Context: an optimization exercise on an open-source flow, tuned for small area, a short achievable clock period and few clock cycles. The choices shown serve that exercise and are no tape-out recipe. Only simulation tests tie the RTL to the original design; equivalence was not proved. No activity file was given, so power comes from the tool's default toggle rates.

### flow/flow/run.sh
#!/bin/bash
# Layout flow: the standard synthesis unchanged, then the standard
# layout steps with a larger setup margin for ORFS's timing repair, so that
# repair_timing keeps shortening paths well below the clock period (the SDC
# and the clock period are not changed).  Each step's output goes to its own
# log file here; ORFS's own logs are under orfs/logs/.
set -euo pipefail
MARGIN=$(cat flow/margin.txt)
bash standard.sh synth > flow_synth.log 2>&1
sed -E 's/ SETUP_SLACK_MARGIN=[^ ]*//g; s/"\$\{@:-finish\}"/SETUP_SLACK_MARGIN='"$MARGIN"' "${@:-finish}"/' standard.sh > standard_margin.sh
bash standard_margin.sh finish > flow_layout.log 2>&1
### flow/flow/margin.txt
8.0
### flow/standard.sh
#!/bin/bash
# synth_recipe.tcl (not shown) runs the flow's synth.tcl, then flattens the netlist and writes it again
# the make line also repeats each setting of config.mk as NAME=value (left out here)
make -C /OpenROAD-flow-scripts/flow DESIGN_CONFIG=/design/flow/config.mk WORK_HOME=/design/flow/orfs CLKGATE_MAP_FILE= SYNTH_SCRIPT=/design/flow/synth_recipe.tcl "${@:-finish}"
### flow/config.mk
export PLATFORM = sky130hd
export DESIGN_NAME = dcache
export DESIGN_NICKNAME = dcache
export VERILOG_FILES = /design/flow/design.v
export SDC_FILE = /design/flow/constraint.sdc
export NUM_CORES = 8
export LEC_CHECK = 0
export CAP_MARGIN = 20
export CORE_MARGIN = 2
export CORE_UTILIZATION = 40
export CTS_BUF_LIST = sky130_fd_sc_hd__clkbuf_8
export CTS_CLUSTER_SIZE = 20
export PLACE_DENSITY = 0.55
export SETUP_SLACK_MARGIN = 0.2
export SLEW_MARGIN = 20
### flow/constraint.sdc
create_clock -name core_clock -period 13.0 [get_ports {clk}]
set_input_delay 2.6000 -clock core_clock [delete_from_list [all_inputs] [get_ports {clk}]]
set_output_delay 2.6000 -clock core_clock [all_outputs]
set_load 0.01 [all_outputs]
### flow/design.v
package torrence_params;
    typedef enum logic[1:0] {
        BYTE = 2'b00,
        HALF,
        WORD
    } memory_operation_size_e;
    typedef enum logic [1:0] {
        STORE = 2'b00,
        LOAD = 2'b01,
        CLFLUSH = 2'b11,
        MO_UNKNOWN = 2'bxx
    } memory_operation_e;
    typedef enum bit [1:0] {
        UNASSIGNED,
        ICACHE,
        DCACHE,
        L2CACHE
    } cache_type_e;
    parameter LINE_SIZE = 32;
    parameter ICACHE_SIZE = 1024;
    parameter ICACHE_ASSOC = 1;
    parameter DCACHE_SIZE = 1024;
    parameter DCACHE_ASSOC = 1;
    parameter L2_SIZE = 4096;
    parameter L2_ASSOC = 4;
    parameter XLEN = 32;
endpackage
module dcache #(
    parameter LINE_SIZE = 32,
    parameter CACHE_SIZE = 512,
    parameter XLEN = 32
) (
    input wire clk,
    input wire reset,
    input wire [XLEN-1:0] req_address,
    input wire [1:0] req_operation,
    input wire [1:0] req_size,
    input wire [XLEN-1:0] req_store_word,
    input wire req_valid,
    output wire [XLEN-1:0] req_loaded_word,
    output wire req_fulfilled,
    output wire [XLEN-1:0] hmem_req_address,
    output wire [1:0] hmem_req_operation,
    output wire [XLEN-1:0] hmem_req_store_word,
    output wire hmem_req_valid,
    input wire [XLEN-1:0] hmem_req_loaded_word,
    input wire hmem_req_fulfilled,
    output wire [XLEN-1:0] hit_value,
    output wire [XLEN-1:0] miss_value,
    output wire [XLEN-1:0] read_value,
    output wire [XLEN-1:0] write_value,
    output wire [XLEN-1:0] writeback_value
);
localparam [1:0] OP_STORE = 2'd0, OP_LOAD = 2'd1;
localparam [1:0] SZ_BYTE = 2'd0, SZ_HALF = 2'd1, SZ_WORD = 2'd2;
function automatic [2:0] first8(input [7:0] m);
    begin
        casez (m)
            8'b???????1: first8 = 3'd0;
            8'b??????10: first8 = 3'd1;
            8'b?????100: first8 = 3'd2;
            8'b????1000: first8 = 3'd3;
            8'b???10000: first8 = 3'd4;
            8'b??100000: first8 = 3'd5;
            8'b?1000000: first8 = 3'd6;
            default:     first8 = 3'd7;
        endcase
    end
endfunction
reg [22:0] tag_r [0:15];
reg [15:0] lv;
reg [15:0] ldirty;   
reg [127:0] V;    
reg [127:0] D;    
reg [3:0]  vset0, vset1;
reg [22:0] vtag0, vtag1;
reg [7:0]  vmask0, vmask1;
reg        st;         
reg        ful_q;      
reg [31:0] a_q;
reg [1:0]  op_q, sz_q;
reg [31:0] sd_q;
reg        hitfirst_q, wb_q, rdreq_q;
reg [31:0] rdata_q;
reg        hm_valid, hm_write, hm_dem, hm_cancel;
reg        hm_nf;      
reg [1:0]  hm_kind;    
reg [29:0] hm_addr;
reg [31:0] hm_wdata;
reg        vb_valid;
reg [29:0] vb_addr;
reg [31:0] vb_data;
reg        psb_valid;
reg [6:0]  psb_slot;
reg [22:0] psb_tag;
reg [3:0]  psb_be;
reg [31:0] psb_data;
reg        topsb_q;
reg [3:0]  pf_set;     
reg [22:0] pf_tag;
reg        lh_q;       
reg [31:0] c_hit, c_miss, c_read, c_write, c_wb;
function automatic [31:0] inc32(input [31:0] x);
    integer k;
    begin
        for (k = 0; k < 32; k = k + 1)
            inc32[k] = x[k] ^ ((k == 0) ? 1'b1 : &(x | ~((32'd1 << k) - 32'd1)));
    end
endfunction
assign req_fulfilled = ful_q;
reg ls0, ls1, ls2, ls3, hs1, hs3, wsel;
always @(posedge clk) begin
    ls0 <= (req_size == SZ_WORD) | ((req_size == SZ_HALF) & ~req_address[1]) |
           ((req_size == SZ_BYTE) & (req_address[1:0] == 2'd0));
    ls1 <= (req_size == SZ_BYTE) & (req_address[1:0] == 2'd1);
    ls2 <= ((req_size == SZ_HALF) & req_address[1]) |
           ((req_size == SZ_BYTE) & (req_address[1:0] == 2'd2));
    ls3 <= (req_size == SZ_BYTE) & (req_address[1:0] == 2'd3);
    hs1 <= (req_size == SZ_WORD) | ((req_size == SZ_HALF) & ~req_address[1]);
    hs3 <= (req_size == SZ_HALF) & req_address[1];
    wsel <= (req_size == SZ_WORD);
end
assign req_loaded_word[31:16] = {16{wsel}} & rdata_q[31:16];
assign req_loaded_word[15:8]  = ({8{hs1}} & rdata_q[15:8]) | ({8{hs3}} & rdata_q[31:24]);
assign req_loaded_word[7:0]   = ({8{ls0}} & rdata_q[7:0]) | ({8{ls1}} & rdata_q[15:8]) |
                                ({8{ls2}} & rdata_q[23:16]) | ({8{ls3}} & rdata_q[31:24]);
assign hmem_req_valid = hm_valid;
assign hmem_req_address = {hm_addr, 2'b00};
assign hmem_req_operation = hm_write ? OP_STORE : OP_LOAD;
assign hmem_req_store_word = hm_wdata;
assign hit_value = c_hit;
assign miss_value = c_miss;
assign read_value = c_read;
assign write_value = c_write;
assign writeback_value = c_wb;
wire [31:0] slot_q [0:127];
wire        use_int = st & ~rdreq_q;
reg        wcq_valid;
reg [1:0]  wcq_kind;
reg [22:0] wcq_tag;
reg [6:0]  wcq_slot;
wire [6:0]  p1_slot = use_int ? wcq_slot : req_address[8:2];
wire [31:0] p1_word = slot_q[p1_slot];
wire [22:0] in_tag = req_address[31:9];
wire [3:0]  in_set = req_address[8:5];
wire [2:0]  in_word = req_address[4:2];
wire [6:0]  in_slot = req_address[8:2];
wire [22:0] a_tag = a_q[31:9];
wire [3:0]  a_set = a_q[8:5];
wire [2:0]  a_word = a_q[4:2];
wire [6:0]  a_slot = a_q[8:2];
wire [6:0]  hm_slot = hm_addr[6:0];
wire [3:0]  hm_set = hm_addr[6:3];
wire [2:0]  hm_word = hm_addr[2:0];
wire is_flush = op_q[1];
wire is_load  = ~op_q[1] & op_q[0];
wire is_store = ~op_q[1] & ~op_q[0];
wire done      = hm_valid & hmem_req_fulfilled;
wire store_now = st & ful_q & is_store;
wire psb_aset  = psb_valid & (psb_slot[6:3] == a_q[8:5]);
wire slow      = st & ~ful_q;
wire [7:0] a_Vrow = V[a_set*8 +: 8];
wire [7:0] a_Drow = D[a_set*8 +: 8];
wire       lh     = lh_q;
wire       Vl     = a_Vrow[a_word];
wire       v0_live = |vmask0;
wire       v1_live = |vmask1;
wire [7:0] a_occ  = ((v0_live && vset0 == a_set) ? vmask0 : 8'd0) |
                    ((v1_live && vset1 == a_set) ? vmask1 : 8'd0);
wire       occ_l  = a_occ[a_word];
wire       vpend_s = (v0_live && vset0 == a_set) || (v1_live && vset1 == a_set);
wire       row_dirty = lv[a_set] & (|a_Drow);
wire       a_vbhit = (vb_valid & (vb_addr[29:3] == a_q[31:5])) | psb_aset;
wire       vmatch_l = a_vbhit || (v0_live && vset0 == a_set && vtag0 == a_tag) ||
                      (v1_live && vset1 == a_set && vtag1 == a_tag);
wire a_rc0 = v0_live & (vset0 == a_set) & (vtag0 == a_tag) & ~(hm_valid & hm_write & (hm_kind == 2'd0)) &
             ~(wcq_valid & (wcq_kind == 2'd0));
wire a_rc1 = v1_live & (vset1 == a_set) & (vtag1 == a_tag) & ~(hm_valid & hm_write & (hm_kind == 2'd1)) &
             ~(wcq_valid & (wcq_kind == 2'd1));
wire a_rc  = a_rc0 | a_rc1;
wire can_install  = ~a_vbhit & (~row_dirty | ~v0_live | ~v1_live | a_rc);
wire install_now  = slow & ~is_flush & ~lh & can_install;
wire        inst     = inst0 | install_now;
wire [3:0]  i_set    = st ? a_set : in_set;
wire [22:0] i_tag    = st ? a_tag : in_tag;
wire [22:0] i_oldtag = tag_r[i_set];
wire        i_dirty  = st ? row_dirty : in_row_dirty;
wire        i_rc     = st & a_rc;
wire        i_rc1    = st ? ~a_rc0 : ~in_rc0;
wire [7:0]  i_rcmask = (st ? a_rc0 : in_rc0) ? vmask0 : vmask1;
wire [7:0]  i_Drow   = st ? a_Drow : (in_Drow & ~(vbcap ? (8'd1 << in_word) : 8'd0));
wire dem_fill_need = slow & ~is_flush & lh & ~Vl & ~occ_l & (is_load | (sz_q != SZ_WORD));
wire [22:0] occ_tag_l = (v0_live & (vset0 == a_set) & vmask0[a_word]) ? vtag0 : vtag1;
wire dem_nf_need = slow & is_load & lh & ~Vl & occ_l & (occ_tag_l != a_tag);
wire flush_dem     = slow & is_flush & ~vmatch_l & lh & (|a_Drow);
wire fill_ok = done & ~hm_write & ~hm_cancel & ~hm_nf & ~(store_now & ~topsb_q);
wire fill_mine = fill_ok & (hm_slot == a_slot) & lh;
wire nf_mine = done & ~hm_write & hm_nf & ~hm_cancel & (hm_slot == a_slot) & lh & slow;
wire psb_fill = psb_valid & (hm_slot == psb_slot);
reg [3:0] st_be;
always @(*) begin
    case (sz_q)
        SZ_BYTE: st_be = 4'b0001 << a_q[1:0];
        SZ_HALF: st_be = a_q[1] ? 4'b1100 : 4'b0011;
        default: st_be = 4'b1111;
    endcase
end
wire [31:0] st_bus = (sz_q == SZ_BYTE) ? {4{sd_q[7:0]}} :
                     (sz_q == SZ_HALF) ? {2{sd_q[15:0]}} : sd_q;
wire [31:0] fill_word;
genvar gb;
generate
    for (gb = 0; gb < 4; gb = gb + 1) begin : fmerge
        assign fill_word[gb*8 +: 8] = (store_now & (hm_slot == a_slot) & st_be[gb]) ? st_bus[gb*8 +: 8] :
                                      (psb_fill & psb_be[gb]) ? psb_data[gb*8 +: 8] : hmem_req_loaded_word[gb*8 +: 8];
    end
endgenerate
wire byp_fill = fill_ok & (hm_slot == in_slot);
reg [15:0] hit_vec, rdirty_vec, anyd_vec;
integer k;
always @(*) begin
    for (k = 0; k < 16; k = k + 1) begin
        hit_vec[k] = lv[k] & (tag_r[k] == in_tag);
        anyd_vec[k] = |D[k*8 +: 8];
        rdirty_vec[k] = lv[k] & anyd_vec[k];
    end
end
wire line_hit_in = hit_vec[in_set];
wire Vin = V[in_slot] | byp_fill;
wire [7:0] in_occ = ((v0_live && vset0 == in_set) ? vmask0 : 8'd0) |
                    ((v1_live && vset1 == in_set) ? vmask1 : 8'd0);
wire occ_in = in_occ[in_word];
wire anyd_in = anyd_vec[in_set];
wire in_psb_set = psb_valid & (psb_slot[6:3] == req_address[8:5]);
wire in_psb_same = psb_valid & (psb_slot == req_address[8:2]);
wire in_vbhit = (vb_valid & (vb_addr[29:3] == req_address[31:5])) | in_psb_set;
wire vmatch_in = in_vbhit || (v0_live && vset0 == in_set && vtag0 == in_tag) ||
                 (v1_live && vset1 == in_set && vtag1 == in_tag);
wire [7:0] in_Drow = D[in_set*8 +: 8];
wire in_row_dirty = rdirty_vec[in_set];
wire in_vpend = (v0_live && vset0 == in_set) || (v1_live && vset1 == in_set);
wire in_rc0 = v0_live & (vset0 == in_set) & (vtag0 == in_tag) & ~(hm_valid & hm_write & (hm_kind == 2'd0));
wire in_rc1 = v1_live & (vset1 == in_set) & (vtag1 == in_tag) & ~(hm_valid & hm_write & (hm_kind == 2'd1));
wire in_rc  = in_rc0 | in_rc1;
wire [7:0] in_rcmask = in_rc0 ? vmask0 : vmask1;
reg [15:0] instok_vec;
integer k2;
always @(*) begin
    for (k2 = 0; k2 < 16; k2 = k2 + 1)
        instok_vec[k2] = ~rdirty_vec[k2] | ~v0_live | ~v1_live;
end
wire in_vbset = (vb_valid & (vb_addr[6:3] == in_set)) | in_psb_set;
wire in_can_install = ~in_vbset & instok_vec[in_set];
wire inst0 = ~st & req_valid & ~req_operation[1] & ~line_hit_in & in_can_install;
wire inst0_dslot = in_row_dirty & in_Drow[in_word];
wire vbcap = inst0 & inst0_dslot & ~vb_valid;
wire inst0_vslot = (inst0_dslot & vb_valid) | occ_in;
wire inst0_vok = 1'b0;
wire df0_valid = ~st & req_valid & ~req_operation[1] & (req_operation[0] | (req_size != SZ_WORD)) &
                 ((line_hit_in & ~Vin & ~occ_in &
                   ~(hm_valid & ~hm_write & ~hm_cancel & (hm_slot == in_slot))) |
                  (inst0 & ~inst0_vslot & ~inst0_vok));
wire topsb_in = ~req_operation[1] & ~req_operation[0] & (req_size != SZ_WORD) &
                ((line_hit_in & ~Vin & ~occ_in & (~psb_valid | in_psb_same)) |
                 (inst0 & ~inst0_vslot & ~inst0_vok & ~psb_valid));
reg fast_in;
always @(*) begin
    if (req_operation[1])
        fast_in = ~vmatch_in & (~line_hit_in | ~anyd_in);
    else if (req_operation[0])
        fast_in = (line_hit_in & Vin) | inst0_vok;
    else
        fast_in = (line_hit_in & (Vin | ((req_size == SZ_WORD) & ~occ_in))) |
                  (inst0 & (req_size == SZ_WORD) & ~inst0_vslot) | topsb_in | inst0_vok;
end
wire [31:0] rd_in = byp_fill ? fill_word : p1_word;
wire [7:0] c2mask = a_Drow & ~((hm_valid && hm_write && hm_kind == 2'd2 && hm_set == a_set) ? (8'd1 << hm_word) : 8'd0);
wire [7:0] m0 = vmask0 & ~((hm_valid && hm_write && hm_kind == 2'd0) ? (8'd1 << hm_word) : 8'd0);
wire [7:0] m1 = vmask1 & ~((hm_valid && hm_write && hm_kind == 2'd1) ? (8'd1 << hm_word) : 8'd0);
wire rq_wait = slow & ~is_flush & lh & ~Vl;
wire rq_e0 = rq_wait & v0_live & (vset0 == a_set) & m0[a_word];
wire rq_e1 = rq_wait & v1_live & (vset1 == a_set) & m1[a_word];
wire prefer1 = slow & (vset1 == a_set) & (|m1) & ~((vset0 == a_set) & (|m0));
reg [3:0] cl_set;
wire [7:0] clmask = D[cl_set*8 +: 8] & {8{lv[cl_set]}} &
                    ~((hm_valid && hm_write && hm_kind == 2'd2 && hm_set == cl_set) ? (8'd1 << hm_word) : 8'd0);
reg        wc_clean, wcq_clean;
reg        wc_valid;
reg [1:0]  wc_kind;
reg [22:0] wc_tag;
reg [3:0]  wc_set;
reg [2:0]  wc_word;
always @(*) begin
    wc_clean = 1'b0;
    if (rq_e0 | rq_e1) begin
        wc_valid = 1'b1; wc_kind = rq_e0 ? 2'd0 : 2'd1; wc_tag = rq_e0 ? vtag0 : vtag1;
        wc_set = a_set; wc_word = a_word;
    end else if (flush_dem) begin
        wc_valid = |c2mask; wc_kind = 2'd2; wc_tag = a_tag; wc_set = a_set; wc_word = first8(c2mask);
    end else if ((|m0) & ~prefer1) begin
        wc_valid = 1'b1; wc_kind = 2'd0; wc_tag = vtag0; wc_set = vset0; wc_word = first8(m0);
    end else if (|m1) begin
        wc_valid = 1'b1; wc_kind = 2'd1; wc_tag = vtag1; wc_set = vset1; wc_word = first8(m1);
    end else begin
        wc_valid = |clmask; wc_kind = 2'd2; wc_tag = tag_r[cl_set]; wc_set = cl_set; wc_word = first8(clmask);
        wc_clean = 1'b1;
    end
end
reg wcq_bit;
always @(*) begin
    case (wcq_kind)
        2'd0: wcq_bit = vmask0[wcq_slot[2:0]] & (vset0 == wcq_slot[6:3]);
        2'd1: wcq_bit = vmask1[wcq_slot[2:0]] & (vset1 == wcq_slot[6:3]);
        default: wcq_bit = D[wcq_slot];
    endcase
end
wire wcq_ok = wcq_valid & wcq_bit & ~(hm_valid & hm_write & (hm_slot == wcq_slot)) &
              ~(wcq_clean & store_now & (wcq_slot == a_slot));
wire df_valid = dem_fill_need & ~(hm_valid & ~hm_write & ~hm_nf & ~hm_cancel & (hm_slot == a_slot));
wire dnf_valid = dem_nf_need & ~(hm_valid & ~hm_write & hm_nf & ~hm_cancel & (hm_slot == a_slot));
function automatic [7:0] pf_need(input [3:0] r);
    reg [7:0] occ;
    begin
        occ = ((v0_live && vset0 == r) ? vmask0 : 8'd0) |
              ((v1_live && vset1 == r) ? vmask1 : 8'd0);
        pf_need = ~V[r*8 +: 8] & ~occ & {8{lv[r]}} &
                  ~((hm_valid && !hm_write && !hm_cancel && hm_set == r) ? (8'd1 << hm_word) : 8'd0);
    end
endfunction
wire [7:0] pf_row1 = pf_need(pf_set);
wire       pf_use1 = |pf_row1;
wire [3:0] pf_r    = pf_set;
wire [7:0] pf_row  = pf_row1;
wire pf_valid = |pf_row;
wire vb_cand = vb_valid & ~(hm_valid & hm_write & (hm_kind == 2'd3));
wire psb_cand = psb_valid & ~(hm_valid & ~hm_write & ~hm_cancel & (hm_slot == psb_slot));
reg        nx_valid, nx_write, nx_dem, nx_nf, nx_clean;
reg [1:0]  nx_kind;
reg [29:0] nx_addr;
always @(*) begin
    nx_valid = 1'b0; nx_write = 1'b0; nx_dem = 1'b0; nx_nf = 1'b0; nx_clean = 1'b0; nx_kind = 2'd0;
    nx_addr = {pf_tag, pf_r, first8(pf_row)};
    if (df_valid | df0_valid | dnf_valid) begin
        nx_valid = 1'b1; nx_dem = 1'b1; nx_nf = dnf_valid; nx_addr = st ? a_q[31:2] : req_address[31:2];
    end else if (vb_cand) begin
        nx_valid = 1'b1; nx_write = 1'b1; nx_kind = 2'd3; nx_addr = vb_addr;
    end else if (psb_cand) begin
        nx_valid = 1'b1; nx_addr = {psb_tag, psb_slot};
    end else if (wcq_ok & use_int & ~wcq_clean) begin
        nx_valid = 1'b1; nx_write = 1'b1; nx_dem = (wcq_kind == 2'd2); nx_kind = wcq_kind;
        nx_addr = {wcq_tag, wcq_slot};
    end else if (pf_valid & pf_use1) begin
        nx_valid = 1'b1;
    end else if (wcq_ok & use_int) begin
        nx_valid = 1'b1; nx_write = 1'b1; nx_kind = 2'd2; nx_clean = 1'b1;
        nx_addr = {wcq_tag, wcq_slot};
    end else if (pf_valid) begin
        nx_valid = 1'b1;
    end
end
wire cur_is_pf = hm_valid & ~hm_write & ~hm_dem;
wire preempt = hm_valid & (hm_cancel | (~hm_dem & (df_valid | df0_valid | dnf_valid | (cur_is_pf & (vb_cand | psb_cand | (wcq_ok & use_int & ~wcq_clean))))) |
                   (hm_write & (hm_kind == 2'd2) & ~hm_dem & store_now & ~topsb_q & (hm_slot == a_slot)));
wire take_nx = ~hm_valid | hmem_req_fulfilled | preempt;
wire [31:0] wbus = (store_now & ~topsb_q) ? st_bus : fill_word;
genvar g;
generate
    for (g = 0; g < 128; g = g + 1) begin : slot
        reg [31:0] q;
        wire st_sel = store_now & ~topsb_q & (a_slot == g);
        wire fl_sel = fill_ok & (hm_slot == g);
        integer b;
        always @(posedge clk) begin
            for (b = 0; b < 4; b = b + 1)
                if ((st_sel & st_be[b]) | fl_sel) q[b*8 +: 8] <= wbus[b*8 +: 8];
        end
        assign slot_q[g] = q;
    end
endgenerate
always @(posedge clk)
    rdata_q <= ~st ? rd_in : ((fill_mine | nf_mine) ? fill_word : p1_word);
integer i;
always @(posedge clk) begin
    if (reset) begin
        st <= 1'b0;
        ful_q <= 1'b0;
        rdreq_q <= 1'b0;
        lv <= 16'd0;
        vmask0 <= 8'd0;
        vmask1 <= 8'd0;
        hm_valid <= 1'b0;
        hm_cancel <= 1'b0;
        vb_valid <= 1'b0;
        psb_valid <= 1'b0;
        wcq_valid <= 1'b0;
        pf_set <= 4'd0;
        cl_set <= 4'd0;
        c_hit <= 32'd0;
        c_miss <= 32'd0;
        c_read <= 32'd0;
        c_write <= 32'd0;
        c_wb <= 32'd0;
    end else begin
        if (take_nx) begin
            hm_valid <= nx_valid;
            hm_write <= nx_write;
            hm_dem <= nx_dem;
            hm_nf <= nx_nf;
            hm_kind <= nx_kind;
            hm_addr <= nx_addr;
            hm_wdata <= (nx_kind == 2'd3) ? vb_data : p1_word;
            hm_cancel <= (inst & nx_valid & (~nx_write | (nx_kind == 2'd2)) & ~nx_dem & (nx_addr[6:3] == i_set)) |
                         (store_now & ~topsb_q & ~nx_write & (nx_addr[6:0] == a_slot));
        end else begin
            hm_cancel <= hm_cancel | (inst & (~hm_write | (hm_kind == 2'd2)) & (hm_set == i_set)) |
                         (store_now & ~topsb_q & ~hm_write & (hm_slot == a_slot));
        end
        wcq_valid <= wc_valid;
        wcq_clean <= wc_clean;
        wcq_kind <= wc_kind;
        wcq_tag <= wc_tag;
        wcq_slot <= {wc_set, wc_word};
        if (~|clmask) cl_set <= cl_set + 4'd1;
        if (done & hm_write) begin
            case (hm_kind)
                2'd0: vmask0[hm_word] <= 1'b0;
                2'd1: vmask1[hm_word] <= 1'b0;
                2'd2: if (~hm_cancel) D[hm_slot] <= 1'b0;
                default: vb_valid <= 1'b0;
            endcase
        end
        if (fill_ok) V[hm_slot] <= 1'b1;
        if (fill_ok & psb_fill) begin
            D[hm_slot] <= 1'b1;
            psb_valid <= 1'b0;
        end
        if (vbcap) begin
            vb_valid <= 1'b1;
            vb_addr <= {i_oldtag, in_slot};
            vb_data <= p1_word;
        end
        if (~st & req_valid & ~req_operation[1] & in_can_install)
            tag_r[in_set] <= in_tag;
        if (install_now)
            tag_r[a_set] <= a_tag;
        if (inst) begin
            lv[i_set] <= 1'b1;
            ldirty[i_set] <= 1'b0;
            for (i = 0; i < 8; i = i + 1) begin
                V[i_set*8 + i] <= i_rc & i_rcmask[i];
                D[i_set*8 + i] <= i_rc & i_rcmask[i];
            end
            pf_set <= i_set;
            pf_tag <= i_tag;
            if (i_rc) begin
                if (!i_rc1) begin
                    vtag0 <= i_oldtag; vmask0 <= i_dirty ? i_Drow : 8'd0;
                end else begin
                    vtag1 <= i_oldtag; vmask1 <= i_dirty ? i_Drow : 8'd0;
                end
            end else if (i_dirty) begin
                if (!v0_live) begin
                    vset0 <= i_set; vtag0 <= i_oldtag; vmask0 <= i_Drow;
                end else begin
                    vset1 <= i_set; vtag1 <= i_oldtag; vmask1 <= i_Drow;
                end
            end
        end
        if (!st) begin
            if (req_valid) begin
                st <= 1'b1;
                ful_q <= fast_in;
                a_q <= req_address;
                op_q <= req_operation;
                sz_q <= req_size;
                sd_q <= req_store_word;
                hitfirst_q <= line_hit_in;
                wb_q <= inst0 & lv[in_set] & ldirty[in_set];
                rdreq_q <= 1'b0;
                topsb_q <= topsb_in;
                lh_q <= line_hit_in | inst0;
            end
        end else if (ful_q) begin
            st <= 1'b0;
            ful_q <= 1'b0;
            if (is_store & topsb_q & fill_ok & (hm_slot == a_slot)) begin
                D[a_slot] <= 1'b1;
            end else if (is_store & topsb_q) begin
                psb_valid <= 1'b1;
                psb_slot <= a_slot;
                psb_tag <= a_tag;
                psb_be <= st_be | ((psb_valid && psb_slot == a_slot) ? psb_be : 4'd0);
                for (i = 0; i < 4; i = i + 1)
                    if (st_be[i]) psb_data[i*8 +: 8] <= st_bus[i*8 +: 8];
            end else if (is_store) begin
                V[a_slot] <= 1'b1;
                D[a_slot] <= 1'b1;
                if (psb_valid && psb_slot == a_slot) psb_valid <= 1'b0;
            end
            if (is_flush & lh) lv[a_set] <= 1'b0;
            if (is_store) ldirty[a_set] <= 1'b1;
            if (!is_flush) begin
                if (hitfirst_q) c_hit <= inc32(c_hit);
                else c_miss <= inc32(c_miss);
                if (wb_q) c_wb <= inc32(c_wb);
                if (is_load) c_read <= inc32(c_read);
                else c_write <= inc32(c_write);
            end
        end else begin
            if (install_now) begin
                wb_q <= lv[a_set] & ldirty[a_set];
                lh_q <= 1'b1;
            end
            if ((fill_mine | nf_mine) & ~is_flush) begin
                ful_q <= 1'b1;
            end else if (is_load & lh & Vl) begin
                if (!rdreq_q) rdreq_q <= 1'b1;
                else begin
                    rdreq_q <= 1'b0;
                    ful_q <= 1'b1;
                end
            end else if (is_store & lh & (Vl | ((sz_q == SZ_WORD) & ~occ_l))) begin
                ful_q <= 1'b1;
            end else if (is_flush & ~vmatch_l & ~(lh & (|a_Drow))) begin
                ful_q <= 1'b1;
            end
        end
    end
end
endmodule
==> summary.md, run 1 <==
| Metric | Value |
|---|---|
| Outcome | complete, no violations |
| Worst r2r path cells | 12 |
| PortBufs | 360 |
| Final hold violation count | 0 |
| Yosys Warn Count | 1 |
| Max_cap viols | 0 |
| Vias per std cell | between 7 and 8 |
| Achievable Freq | approximately 180 MHz |
| Htree depth | 6 |
| Main flop type after synthesis | edfxtp_1 |
| Worst ir drop on vdd | roughly 0.12 mV |
| Number of distinct library cells after synthesis | just under 100 |
| Cell Area, Synth | 0.231 mm^2 |
| Insertion delay to the later sink of the worst-skew pair | ~1.6 ns |
| Core ar. | roughly 0.57 mm^2 |
| Cells after synthesis | 16700 |
| CP startpoint kind | flip-flop |
| Avg Inst Size Synth | around 14 um^2 |
| Fillers | a little under 50000 |
| Std-Cell Rows | 278 |
| Post-Layout Cell Count | between 20000 and 30000 |
| Setup slack, reg-to-reg | approximately 7.5 ns |
| Initial antenna violation count | between 100 and 150 |
| Post-CTS Hold Fix Bufs | 0 |
| Worst Skew | about 0.2 ns |
| Post-synth ARST share | 0 |
| Commonest non-fill, non-tap cell in the layout | edfxtp_1 |
| Synthesis-to-layout area growth | 22.4% |
| Number of clock sinks | ~5400 |
| Vias | just under 200k |
| GRT overflow | 0 |
| Most frequent cells in the layout | edfxtp_1 (5113), nand2_1 (1995), a22oi_1 (1884), buf_4 (952), clkbuf_8 (877) |
| Post-Route WL | 1340 mm |
| First-pass GRT wire length | 1690 mm |
| Hold-critical path depth | 2 |
| CTS tree | done |
| Largest net degree at the start of global routing | ~160 |
| Pin slew with the least headroom to its limit | between 1 and 1.5 ns |
| Unrepaired setup endpoints after global routing | true |
| Worst Setup SP | st |
| CP required | between 10 and 15 ns |
| Crit Path Max Fanout | 25 |
| I/O Pins | ~360 |
| Critical Path End | slot[13].q[4] |
| Hold crit path type | reg -> reg |
| Setup violations, final | 0 |
| Vias in the first global route | 170000 |
| Slew HR | 0.0786 |
| Die area | just under 0.6 mm^2 |
| Cell area power density | roughly 140 mW/mm^2 |
| Worst r2r src | st |
| Post-synth EDFFs | 5113 |
| Total track usage | 0.440 |
| Sequential share of the synthesized area | 0.688 |
| Fin crit share | 0.421 |
| Total CTS buffers | about 850 |
| Die width | around 760 um |
| Post-DP HPWL | ~860 mm |
| Placed cells | between 20000 and 25000 |
| Nets | around 18000 |
| Clk slew on worst S/H paths | ~0.060 ns |
| R2R Path End | slot[13].q[4] |
| WS Path Type | reg -> reg |
| Setup TNS Final | 0 ns |
| Post-route cell area | 0.282 mm^2 |
| Final Wtd Congestion | between 1 and 1.5 |
| Initial Util | 0.402 |
| DRC Markers | 0 |
| Detail Route Antenna Nets | 0 |
| Wirelength per Cell | 50.5 um |
| Root Buffer | clkbuf_8 |
| Leakage | ~0.095 uW |
| Slew Viols, Final | 0 |
| FF+latch count, synth | between 5000 and 6000 |
| Min Tclk post-route | between 5 and 6 ns |
| 1st-iter DRT viols | between 40000 and 50000 |
| Die height | approximately 760 um |
| Max clock buf depth | 4 |
| DR pass1 iterations | 14 |
| DP Area | between 0.2 and 0.3 mm^2 |
| Arr. time, crit path | ~6.5 ns |
| CP endpoint kind | flip-flop |
| Layout cells sized above 1 | 0.236 |
==> what timing repair did <==
| item | CTS | global route |
|---|---|---|
| buffers inserted | 263 | 220 |
| pin swaps | 206 | 209 |
| endpoints found under the setup margin | 6669 | 2828 |
| gates cloned | 53 | 24 |
| gates resized for setup | 1310 | 599 |
==> synth_stat cells, types with 170 or more instances <==
cell      instances  area share
a21oi_1         212      0.0046
a22oi_1        2085       0.068
buf_1           170      0.0028
clkbuf_1        797       0.013
dfxtp_1         251       0.022
edfxtp_1       5113        0.67
mux2i_1         284       0.012
mux4_2          313       0.031
nand2_1        2140       0.035
nand3_1         453      0.0098
nand4_1         288      0.0078
nor2_1          712       0.012
nor4_1          277      0.0075
o21ai_0         792       0.017
o22ai_1         419       0.011
xnor2_1         275       0.010
xor2_1          483       0.018
==> critical path, cell delays in order (launching register included) <==
cell and delay, ns:
dfxtp_4 0.35, nand2_2 0.40, nor3_2 0.09, buf_4 0.30, nand2_2 0.36, buf_6 0.40
nand4b_1 0.16, buf_4 0.20, buf_4 0.21, nor4_2 0.17, buf_4 0.30, nand4_1 1.00
o21ai_2 1.02
==> layer usage <==
| layer | vias to the layer above | global-route usage | wire length, um |
|---|---|---|---|
| li1 | 69200 | - | - |
| met1 | 97100 | 0.519 | 435000 |
| met2 | 22600 | 0.602 | 534000 |
| met3 | 6561 | 0.217 | 228000 |
| met4 | 111 | 0.348 | 144000 |
| met5 | - | 0.0361 | 3550 |
==> worst min path at each step <==
stage                      from  slack (ns)            to
floorplan                a_q[7]        0.42   psb_slot[5]
global placement        c_wb[1]        0.46       c_wb[1]
detailed placement      c_wb[1]        0.47       c_wb[1]
CTS                    c_hit[1]        0.48      c_hit[1]
global route           c_hit[1]        0.50      c_hit[1]
finish              vb_data[25]        0.42  hm_wdata[25]
==> kinds of logic (layout without fill, tap and decap cells) <==
logic type / count (synthesis) / after routing / synth area share
buf+inv: 1271 / 3502 / 0.0226
fa+ha+maj: 49 / 49 / 0.00266
compound gates: 4097 / 4100 / 0.123
xor+xnor: 758 / 758 / 0.0288
flops: 5364 / 5364 / 0.688
mux: 715 / 715 / 0.0493
simple gates: 4406 / 4415 / 0.0863
other cells: 1 / 155 / 0.0000163
==> power by group <==
| group | internal [uW] | switching, uW |
|---|---|---|
| registers | 19300 | 390 |
| logic | 1870 | 3520 |
| clock network | 6860 | 7470 |
| total | 28000 | 11400 |
==> final cells by class <==
cell class | instances | area, um^2 | share of cell area
flip-flops and latches | 5364 | 159000 | 0.562
multi-input cells | 10000 | 77300 | 0.274
repair buffers | 1815 | 19700 | 0.0697
clock buffers | 874 | 12000 | 0.0426
well taps | 7560 | 9460 | 0.0335
clock inverters | 688 | 4100 | 0.0145
inverters | 125 | 537 | 0.00190
diodes | 152 | 380 | 0.00135
==> flip-flops by register name (all words and copies together), names as in the netlist, 32 cells and up, named ones only <==
register,count
c_read,32
c_wb,32
a_q,32
vb_data,32
c_hit,32
slot.q,4096
rdata_q,32
D,128
tag_r,368
c_miss,32
c_write,32
psb_data,32
V,128
sd_q,32
hm_wdata,32
==> per-stage QoR <==
stage / hold WS, ns / utilization / total power, uW / setup slack [ns]
2_1_floorplan: 0.421 / - / 22300 / 4.28
3_3_place_gp: 0.460 / 0.438 / 24400 / 4.46
3_5_place_dp: 0.470 / 0.439 / 24400 / 4.42
4_1_cts: 0.476 / 0.483 / 38700 / 7.86
5_1_grt: 0.499 / 0.491 / 39900 / 7.74
6_report: 0.423 / 0.492 / 39400 / 7.53
Testbench counts, summed over its fixed seeds: cycles 95,631.
==> inputs of run 2 (changes only) <==
--- a/flow/design.v
+++ b/flow/design.v
@@ -84,2 +84,4 @@
 reg [31:0] rdata_q;
+reg [31:0] fillw_q;
+reg        sfire_q;    
 reg        hm_valid, hm_write, hm_dem, hm_cancel;
@@ -88,3 +90,4 @@
 reg [29:0] hm_addr;
-reg [31:0] hm_wdata;
+reg [31:0] hm_wdata;   
+reg [31:0] hm_vbw;     
 reg        vb_valid;
@@ -122,6 +125,7 @@
 end
-assign req_loaded_word[31:16] = {16{wsel}} & rdata_q[31:16];
-assign req_loaded_word[15:8]  = ({8{hs1}} & rdata_q[15:8]) | ({8{hs3}} & rdata_q[31:24]);
-assign req_loaded_word[7:0]   = ({8{ls0}} & rdata_q[7:0]) | ({8{ls1}} & rdata_q[15:8]) |
-                                ({8{ls2}} & rdata_q[23:16]) | ({8{ls3}} & rdata_q[31:24]);
+wire [31:0] ld_w = rdata_q | fillw_q;
+assign req_loaded_word[31:16] = {16{wsel}} & ld_w[31:16];
+assign req_loaded_word[15:8]  = ({8{hs1}} & ld_w[15:8]) | ({8{hs3}} & ld_w[31:24]);
+assign req_loaded_word[7:0]   = ({8{ls0}} & ld_w[7:0]) | ({8{ls1}} & ld_w[15:8]) |
+                                ({8{ls2}} & ld_w[23:16]) | ({8{ls3}} & ld_w[31:24]);
 assign hmem_req_valid = hm_valid;
@@ -129,3 +133,3 @@
 assign hmem_req_operation = hm_write ? OP_STORE : OP_LOAD;
-assign hmem_req_store_word = hm_wdata;
+assign hmem_req_store_word = hm_wdata | hm_vbw;
 assign hit_value = c_hit;
@@ -158,3 +162,3 @@
 wire done      = hm_valid & hmem_req_fulfilled;
-wire store_now = st & ful_q & is_store;
+wire store_now = sfire_q;
 wire psb_aset  = psb_valid & (psb_slot[6:3] == a_q[8:5]);
@@ -275,3 +279,2 @@
 end
-wire [31:0] rd_in = byp_fill ? fill_word : p1_word;
 wire [7:0] c2mask = a_Drow & ~((hm_valid && hm_write && hm_kind == 2'd2 && hm_set == a_set) ? (8'd1 << hm_word) : 8'd0);
@@ -379,4 +382,7 @@
 endgenerate
-always @(posedge clk)
-    rdata_q <= ~st ? rd_in : ((fill_mine | nf_mine) ? fill_word : p1_word);
+wire lsel_d = st ? (fill_mine | nf_mine) : byp_fill;
+always @(posedge clk) begin
+    rdata_q <= p1_word & ~{32{lsel_d}};
+    fillw_q <= fill_word & {32{lsel_d}};
+end
 integer i;
@@ -395,2 +401,3 @@
         wcq_valid <= 1'b0;
+        sfire_q <= 1'b0;
         pf_set <= 4'd0;
@@ -410,3 +417,4 @@
             hm_addr <= nx_addr;
-            hm_wdata <= (nx_kind == 2'd3) ? vb_data : p1_word;
+            hm_wdata <= p1_word & ~{32{vb_cand}};
+            hm_vbw <= vb_data & {32{vb_cand}};
             hm_cancel <= (inst & nx_valid & (~nx_write | (nx_kind == 2'd2)) & ~nx_dem & (nx_addr[6:3] == i_set)) |
@@ -472,2 +480,3 @@
                 ful_q <= fast_in;
+                sfire_q <= fast_in & (req_operation == OP_STORE);
                 a_q <= req_address;
@@ -485,2 +494,3 @@
             ful_q <= 1'b0;
+            sfire_q <= 1'b0;
             if (is_store & topsb_q & fill_ok & (hm_slot == a_slot)) begin
@@ -515,2 +525,3 @@
                 ful_q <= 1'b1;
+                sfire_q <= is_store;
             end else if (is_load & lh & Vl) begin
@@ -523,2 +534,3 @@
                 ful_q <= 1'b1;
+                sfire_q <= 1'b1;
             end else if (is_flush & ~vmatch_l & ~(lh & (|a_Drow))) begin
==> run 2 against run 1 <==
Now fails the layout checks on antenna rules. Area after synthesis is 0.43% higher. Sequential share of layout area decreased by 0.18 points. Global-route usage is 2.5 points higher. Clock power barely moved. Critical endpoint is now hm_wdata[4]. Largest cell class unchanged. Largest power group unchanged. Final cell count up 0.54%. Via count up 3.1%. Clock skew decreased by 0.010 ns. Synthesized cell count decreased by 3.1%. Highest routed layer unchanged. First-iteration DRC count up 5.6%.
==> summary.md, run 2 <==
| Metric | Value |
|---|---|
| Outcome | complete, but fails checks (was complete, no violations) |
| Violated checks | antenna rules |
| Die width | 765 um (was 763 um) |
| First-pass GRT wire length | 1770 mm (was 1690 mm) |
| Slack of the critical path | 7.52 ns (was 7.53 ns) |
| 1st-iter DRT viols | 46900 (was 44400) |
| Sequential share of the synthesized area | 0.692 (was 0.688) |
| Std-Cell Rows | 279 (was 278) |
| Top post-synthesis cells by area | edfxtp_1 (67%), mux4_2 (3.2%), a22oi_1 (2.8%) (was edfxtp_1 (67%), a22oi_1 (6.8%), nand2_1 (3.5%)) |
| Worst Skew | 0.185 ns (was 0.195 ns) |
| Slew Viols, Final | 0 (unchanged) |
| Post-route cell area | 0.286 mm^2 (was 0.282 mm^2) |
| Number of distinct library cells after synthesis | 112 (was 99) |
| Max clock buf depth | 4 (unchanged) |
| CP endpoint kind | flip-flop (unchanged) |
| Total CTS buffers | 890 (was 852) |
| Most frequent cells in the layout | edfxtp_1 (5145), nand2_1 (1339), buf_4 (1227), clkbuf_8 (912), a22oi_1 (838) (was edfxtp_1 (5113), nand2_1 (1995), a22oi_1 (1884), buf_4 (952), clkbuf_8 (877)) |
| Cell Area, Synth | 0.232 mm^2 (was 0.231 mm^2) |
| Die height | 765 um (was 763 um) |
| Final hold violation count | 0 (unchanged) |
| Leakage | 0.0956 uW (was 0.0952 uW) |
| Top reg by flops | slot.q (unchanged) |
| Worst r2r path cells | 8 (was 12) |
| WS Path Type | in -> reg (was reg -> reg) |
| Detail Route Antenna Nets | 7 (was 0) |
| Nets | 18200 (was 18400) |
| Min Tclk post-route | 5.48 ns (was 5.47 ns) |
| Largest net degree at the start of global routing | 178 (was 161) |
| DRC Markers | 0 (unchanged) |
| Synthesis-to-layout area growth | 23.5% (was 22.4%) |
| Post-Layout Cell Count | 26800 (was 26600) |
| Post-synth EDFFs | 5145 (was 5113) |
| Slew HR | 0.0770 (was 0.0786) |
| I/O Pins | 364 (unchanged) |
| CTS tree | done (unchanged) |
| Hold crit path type | reg -> reg (unchanged) |
| Initial antenna violation count | 177 (was 128) |
| Largest register FFs | 4096 (unchanged) |
| Crit-path slowest cell | nand4_1 (was o21ai_2) |
| Most frequent CP cell | buf_12 (was buf_4) |
| Crit Path Max Fanout | 6 (was 25) |
| CP peak stage delay | 0.95 ns (was 1.02 ns) |
| Root Buffer | clkbuf_8 (unchanged) |
| Pre-CTS setup slack | 3.97 ns (was 4.42 ns) |
| Total track usage | 0.464 (was 0.440) |
| Cell area power density | 142 mW/mm^2 (was 140 mW/mm^2) |
| CP required | 14.10 ns (was 14.00 ns) |
| Wirelength per Cell | 53.4 um (was 50.5 um) |
| Avg Inst Size Synth | 14.3 um^2 (was 13.8 um^2) |
| Cell taking the most area after synthesis | edfxtp_1 (unchanged) |
| Post-synth ARST share | 0 (unchanged) |
| Worst ir drop on vdd | 0.122 mV (was 0.120 mV) |
| Final Wtd Congestion | 1.14 (was 1.07) |
| Htree depth | 6 (unchanged) |
| Number of clock sinks | 5429 (was 5364) |
| Vias | 202000 (was 196000) |
| Vias per std cell | 7.53 (was 7.35) |
| Worst Hold Slack | 0.414 ns (was 0.423 ns) |
| Cells after synthesis | 16100 (was 16700) |
| Setup TNS Final | 0 ns (unchanged) |
| Post-Route WL | 1430 mm (was 1340 mm) |
| Main flop type after synthesis | edfxtp_1 (unchanged) |
| Post-CTS Hold Fix Bufs | 0 (unchanged) |
| DP Area | 0.252 mm^2 (about the same) |
| Setup violations, final | 0 (unchanged) |
| Layout cells sized above 1 | 0.245 (was 0.236) |
| Unrepaired setup endpoints after global routing | true (unchanged) |
| Die area | 0.585 mm^2 (was 0.582 mm^2) |
| Most common cell in the synthesized netlist | edfxtp_1 (unchanged) |
| Hold-critical path depth | 1 (was 2) |
| GRT overflow | 0 (unchanged) |
| Post-DP HPWL | 891 mm (was 863 mm) |
| CP startpoint kind | primary input (was flip-flop) |
| Initial Util | 0.401 (was 0.402) |
| Insertion delay to the later sink of the worst-skew pair | 1.55 ns (was 1.56 ns) |
| Achievable Freq | 182 MHz (was 183 MHz) |
| PortBufs | 360 (unchanged) |
| Commonest non-fill, non-tap cell in the layout | edfxtp_1 (unchanged) |
| Synth top area share | 0.667 (was 0.666) |
| Vias in the first global route | 172000 (was 170000) |
| Core ar. | 0.577 mm^2 (was 0.574 mm^2) |
| Pin slew with the least headroom to its limit | 1.38 ns (about the same) |
| FF+latch count, synth | 5429 (was 5364) |
| Placed cells | 24100 (was 24300) |
| Arr. time, crit path | 6.58 ns (was 6.47 ns) |
| Synth cell count leaders | edfxtp_1 (5145), nand2_1 (1392), a22oi_1 (869) (was edfxtp_1 (5113), nand2_1 (2140), a22oi_1 (2085)) |
| DR pass1 iterations | 17 (was 14) |
| Regs by FF count | slot.q (4096), tag_r (368) (unchanged) |
| Max_cap viols | 0 (unchanged) |
| Clk slew on worst S/H paths | 0.06 ns (about the same) |
| Yosys Warn Count | 1 (unchanged) |
| Fin crit share | 0.422 (was 0.421) |
| Critical path cell sequence | buf_12 > buf_12 > inv_6 > buf_12 > o32a_4 > buf_12 > buf_12 > buf_12 > nor2_4 > buf_4 > a22o_1 > a221oi_2 > nand4_1 > nor4_2 > nand2_2 > o22ai_4 > buf_12 > nor2_1 (was nand2_2 > nor3_2 > buf_4 > nand2_2 > buf_6 > nand4b_1 > buf_4 > buf_4 > nor4_2 > buf_4 > nand4_1 > o21ai_2) |
## run 2: path summary, 6_finish.rpt
check | endpoint | from | slack (ns)
setup reg to reg | slot[96].q[28] | a_q[2] | 7.59
hold reg to reg | hm_vbw[12] | vb_data[12] | 0.41
setup / recovery | hm_wdata[4] | req_address[8] | 7.52
hold / removal | hm_vbw[12] | vb_data[12] | 0.41
## run 2: metal layers
metal	wire length, um	track usage	up-vias
met1	453000	0.535	100000
met4	159000	0.387	139
met2	560000	0.626	24700
met3	254000	0.249	7279
li1	-	-	69400
met5	3450	0.0478	-
## run 2: cell families (layout without fill, tap and decap cells)
logic type,Yosys count,in the layout,synth area share
AND/OR/NAND/NOR,3967,3987,0.0805
AO/OA/AOI/OAI,4034,4038,0.129
buffers and inverters,1282,3920,0.0228
XOR/XNOR,762,762,0.0288
multiplexers,613,613,0.0447
flip-flops,5429,5429,0.692
other,1,238,0.0000162
adder cells (fa/ha/maj),49,49,0.00265
## run 2: timing repair
item	in CTS	in global routing
buffers inserted	411	241
resized for setup	1568	532
gates cloned	71	27
setup endpoints to repair	5746	2943
pin swaps	226	245
## run 2: metrics by stage
| step | total power [uW] | utilization |
|---|---|---|
| after floorplan | 22800 | - |
| after global placement | 25400 | 0.437 |
| after detailed placement | 25400 | 0.437 |
| after CTS | 39800 | 0.485 |
| after global routing | 41100 | 0.495 |
| final | 40600 | 0.495 |
## run 2: worst max-delay path: cells and delay by family
| family | cells | cell delay, ns |
|---|---|---|
| buffers and inverters | 9 | 1.22 |
| and+or+nand+nor | 5 | 1.81 |
| AOI/OAI and AO/OA | 4 | 0.85 |
## run 2: area by class of cell
| class | instances | area (um^2) |
|---|---|---|
| fillers | 49400 | 291000 |
| flip-flops and latches | 5429 | 160000 |
| multi-input cells | 9452 | 74900 |
| repair buffers | 2165 | 23600 |
| clock buffers | 910 | 12500 |
| well taps | 7727 | 9670 |
| clock inverters | 719 | 3790 |
| diodes | 235 | 588 |
| inverters | 125 | 524 |
| repair inverters | 1 | 7.51 |
## run 2: power by group
group / internal (uW) / switching, uW / total (uW)
clock: 6840 / 7580 / 14400
combinational: 1960 / 4050 / 6010
sequential: 19700 / 486 / 20200
Testbench counts of run 2, summed over its fixed seeds: cycles 95,631.

-- re-timing with driven ports --
The results above use ideal ports. As a check the final layouts listed here were re-extracted and re-timed, cells and wires unchanged. Step 1: set_driving_cell puts a clkbuf_16 on clk and a buf_2 on each other input, an assumption about the parent block. Step 2 adds t to the input delays and takes it off the output delays; t is the mean of the earliest and latest rising clock arrival at the registers after step 1. Input paths then give back, and output paths get back, about the clock's delay inside the block. Slacks: no drivers / after step 1 / after step 2; pairs: no drivers / after step 1.
| run | t (ns) | slack for setup (ns) | worst slew at a driven data input, ns | pins driven straight from the clock port |
|---|---|---|---|---|
| run 1 | 1.590 | 7.528 / 7.454 / 5.865 | 0.29 | 1 |
| run 2 | 1.599 | 7.518 / 7.448 / 5.849 | 0.33 | 1 |
For run 2, which loses most, drivers alone change the setup slack by -0.070 ns; drivers and shift together by -1.669 ns.
